Source: an optimization exercise on an open RTL-to-GDS flow (aim: small area and a short achievable clock period). Production flows keep margins and buffers that such runs may drop.
Only simulation tests tie the RTL to the original design; equivalence was not proved.
Power and IR drop assume default switching activity.

== run A ==
// Top
module Top (
  input        iClk,
  input        iRst,
  input        iRx,
  output       oTx,
  input        iSw0,
  input        iSw1,
  input        iSw2,
  input        iSw3,
  input        iBtnC,
  input        iBtnU,
  input        iBtnD,
  input        iBtnL,
  input        iBtnR,
  input        iSr04Echo,
  output       oSr04Trig,
  input        iDht11Data,
  output       oDht11DataLow,
  output [3:0] oFndCom,
  output [7:0] oFndFont
);
export LEC_CHECK = 0
export ABC_AREA = 1
export CAP_MARGIN = 20
export CORE_MARGIN = 2
export CORE_UTILIZATION = 40
export CTS_BUF_LIST = sky130_fd_sc_hd__clkbuf_16
export CTS_CLUSTER_DIAMETER = 100
export CTS_CLUSTER_SIZE = 25
export SLEW_MARGIN = 20
create_clock -name core_clock -period 70.0 [get_ports {iClk}]
standard.sh (not shown) runs the stock make flow with config.mk's settings and CLKGATE_MAP_FILE= SYNTH_SCRIPT=/design/flow/synth_recipe.tcl, a recipe that flattens the netlist after the stock synthesis.
==> flow/flow/run.sh <==
#!/bin/bash
# Layout flow:
#  1. the standard synthesis (standard.sh synth), unchanged.
#  2. Area re-mapping of the combinational logic only: the synthesized
#     netlist's flip-flops are kept as they are (same instances, names and
#     cell types); all other cells are flattened to their logic functions and
#     mapped again with ABC (flow/abc_resynth.script), avoiding the
#     platform's don't-use cells; then tie cells and pass-through buffers as
#     in ORFS synthesis.
set -euo pipefail
WD=$(pwd)
RES=$WD/orfs/results/$FLOW_PLATFORM/Top/base
LIB=$FLOW_HOME/platforms/$FLOW_PLATFORM/lib/sky130_fd_sc_hd__tt_025C_1v80.lib

bash standard.sh synth > standard_synth.log 2>&1

cp $RES/1_2_yosys.v $WD/standard_synth_netlist.v
DONT_USE=$(sed -n '/^export DONT_USE_CELLS += \\/,/^#/p' $FLOW_HOME/platforms/$FLOW_PLATFORM/config.mk \
  | grep -o 'sky130_fd_sc_hd__[a-z0-9_]*' | sed 's/^/-dont_use /' | tr '\n' ' ')
cat > $WD/resynth.ys <<EOT
read_liberty -ignore_miss_func $LIB
blackbox sky130_fd_sc_hd__df* sky130_fd_sc_hd__edf* sky130_fd_sc_hd__sdf* sky130_fd_sc_hd__sedf* sky130_fd_sc_hd__dl* sky130_fd_sc_hd__sdl*
read_verilog $WD/standard_synth_netlist.v
hierarchy -top $FLOW_TOP
flatten
opt_clean
abc -liberty $LIB -script $WD/flow/abc_resynth.script $DONT_USE
opt_clean -purge
setundef -zero
hilomap -singleton -hicell sky130_fd_sc_hd__conb_1 HI -locell sky130_fd_sc_hd__conb_1 LO
splitnets
opt_clean -purge
insbuf -buf sky130_fd_sc_hd__buf_4 A X
stat -liberty $LIB
write_verilog -noattr -noexpr -nohex -nodec $WD/resynth_netlist.v
EOT
yosys -l $WD/resynth.log -q $WD/resynth.ys > /dev/null 2>&1
cp $WD/resynth_netlist.v $RES/1_2_yosys.v
touch $RES/1_2_yosys.v

bash standard.sh SETUP_SLACK_MARGIN=42 MATCH_CELL_FOOTPRINT=0 finish > standard.log 2>&1
==> flow/flow/abc_resynth.script <==
strash
&get -n
&fraig -x
&put
scorr
dc2
strash
&get -n
&dch -f
&nf
&put
strash
&get -n
&dch -f
&nf
&put
Run A completed; timing, DRC and antenna clean
diff inputs: run A => run B
--- a/flow/flow/run.sh
+++ b/flow/flow/run.sh
@@ -40,2 +40,2 @@
 
-bash standard.sh SETUP_SLACK_MARGIN=42 MATCH_CELL_FOOTPRINT=0 finish > standard.log 2>&1
+bash standard.sh SETUP_SLACK_MARGIN=41 finish > standard.log 2>&1
Run A → run B: core utilization neither gained nor lost much; worst setup slack picked up an extra 0.15 ns; sequential share of layout area neither gained nor lost much. Going from run A to run B, maximum operating frequency grows by 0.51%. Going from run A to run B, wire length now sits lower; global-route met1 utilization now sits lower.
--- input diff run B..run C ---
- a change of CORE_UTILIZATION from 40 to 60
- an added PLACE_DENSITY of 0.7
Notes after the runs:
When run C is set beside run B, its initial antenna violation count turns out to be 2 larger. Run B has a higher width of the die than run C. Taking run B as the reference, in run C fraction of power consumed by the clock network now smaller; proportion of power drawn by combinational gates now larger; aggregate routed wire length comparable. A endpoint of the worst setup timing path of oFndFont[4] is what run C shows, while oFndFont[2] belongs to run B. Per the comparison of run C with run B, critical path depth rose 3; detailed-router iteration count before antenna repair climbed 2; core utilization of the finished layout went up 22 points; data-path buffer share of cell area in the final layout flat; net total in the final layout shows no meaningful change. Between run C and run B, it is run C whose combinational power is higher, by about 2%.
#### Input delta (run D over run C)
- clearing PLACE_DENSITY, which used to be 0.7
- swapping 60 for 40 in CORE_UTILIZATION
==> flow/flow/run.sh <==
#!/bin/bash
set -euo pipefail
bash standard.sh SETUP_SLACK_MARGIN=41 finish > standard.log 2>&1
removed: flow/flow/abc_resynth.script
Results
For final critical-path share of the clock period, run C and run D come out practically identical.
Summary — synthesized cell area, run D relative to run C: higher, by about 9%.
Run D ended up with oFndFont[6] as its critical path capture point; run C ended up with oFndFont[4].
Looking at worst voltage drop across the vdd grid across run D and run C, the one that comes out higher is run C.
Relative to run C, clock network contribution to total cell area decreased by 0.17 points in run D.
On peak clock frequency supported by timing, run D tracks run C almost exactly.
Total power (higher): run D
Relative to run D, the following input files were edited for run E:
- CAP_MARGIN changed from 20 to 0
- SLEW_MARGIN changed from 20 to 0
==> flow/flow/run.sh <==
#!/bin/bash
# Layout flow:
#  1. the standard synthesis (standard.sh synth), unchanged.
#  2. Area re-mapping of the combinational logic only: the synthesized
#     netlist's flip-flops are kept as they are (same instances, names and
#     cell types); all other cells are flattened to their logic functions and
#     mapped again with ABC (flow/abc_resynth.script), avoiding the
#     platform's don't-use cells; then tie cells and pass-through buffers as
#     in ORFS synthesis.
set -euo pipefail
WD=$(pwd)
RES=$WD/orfs/results/$FLOW_PLATFORM/Top/base
LIB=$FLOW_HOME/platforms/$FLOW_PLATFORM/lib/sky130_fd_sc_hd__tt_025C_1v80.lib

bash standard.sh synth > standard_synth.log 2>&1

cp $RES/1_2_yosys.v $WD/standard_synth_netlist.v
DONT_USE=$(sed -n '/^export DONT_USE_CELLS += \\/,/^#/p' $FLOW_HOME/platforms/$FLOW_PLATFORM/config.mk \
  | grep -o 'sky130_fd_sc_hd__[a-z0-9_]*' | sed 's/^/-dont_use /' | tr '\n' ' ')
cat > $WD/resynth.ys <<EOT
read_liberty -ignore_miss_func $LIB
blackbox sky130_fd_sc_hd__df* sky130_fd_sc_hd__edf* sky130_fd_sc_hd__sdf* sky130_fd_sc_hd__sedf* sky130_fd_sc_hd__dl* sky130_fd_sc_hd__sdl*
read_verilog $WD/standard_synth_netlist.v
hierarchy -top $FLOW_TOP
flatten
opt_clean
abc -liberty $LIB -script $WD/flow/abc_resynth.script $DONT_USE
opt_clean -purge
setundef -zero
hilomap -singleton -hicell sky130_fd_sc_hd__conb_1 HI -locell sky130_fd_sc_hd__conb_1 LO
splitnets
opt_clean -purge
insbuf -buf sky130_fd_sc_hd__buf_4 A X
stat -liberty $LIB
write_verilog -noattr -noexpr -nohex -nodec $WD/resynth_netlist.v
EOT
yosys -l $WD/resynth.log -q $WD/resynth.ys > /dev/null 2>&1
cp $WD/resynth_netlist.v $RES/1_2_yosys.v
touch $RES/1_2_yosys.v

bash standard.sh SETUP_SLACK_MARGIN=41 finish > standard.log 2>&1
==> flow/flow/abc_resynth.script (new file) <==
strash
&get -n
&fraig -x
&put
scorr
dc2
strash
&get -n
&dch -f
&nf
&put
strash
&get -n
&dch -f
&nf
&put
==> notes.md <==
Run E vs. run D: instance count of the mapped netlist decreased by about 27% relative to the old numbers, design area decreased by 6.8% relative to the old numbers, multi-input logic cell count decreased by 25% relative to the old numbers, instance area after placement decreased by 7.4% relative to the old numbers. Die height for run E is lower than for run D. Compared with run D, run E shows net count of the mapped netlist that has gone down by more than a quarter. When the final numbers for run E and run D were put side by side, the number of vias after detailed routing turned out to be smaller in run E.

afterwards: timing with drivers on the ports:
No port has a modelled driver above. Below, the same layouts with a new extraction and two added sets of constraints.
Step 1 assumes that a clkbuf_16 drives the clock port and a buf_2 every other input.
Step 2 adds t to the input delays and takes it off the output delays; t is the mean of the earliest and latest rising clock arrival at the registers after step 1. Input paths then give back, and output paths get back, about the clock's delay inside the block.
Slacks: no drivers / after step 1 / after step 2; pairs: no drivers / after step 1.
run	shift t [ns]	setup WS [ns]	worst setup path after step 2	clock arrival spread, ns	worst slew at a driven data input, ns
run A	0.748	40.506 / 40.457 / 40.457	input to output	0.045 / 0.045	0.09
run B	0.752	40.657 / 40.599 / 40.599	input to output	0.043 / 0.043	0.08
run C	0.721	40.667 / 40.627 / 40.627	input to output	0.081 / 0.082	0.06
run D	0.744	40.694 / 40.651 / 40.651	input to output	0.057 / 0.057	0.09
run E	0.735	40.641 / 40.593 / 40.593	input to output	0.052 / 0.052	0.08
After both steps every run listed still meets setup and hold. The setup slack of run B, which loses most, moves by -0.058 ns with the drivers and by -0.058 ns with both steps.
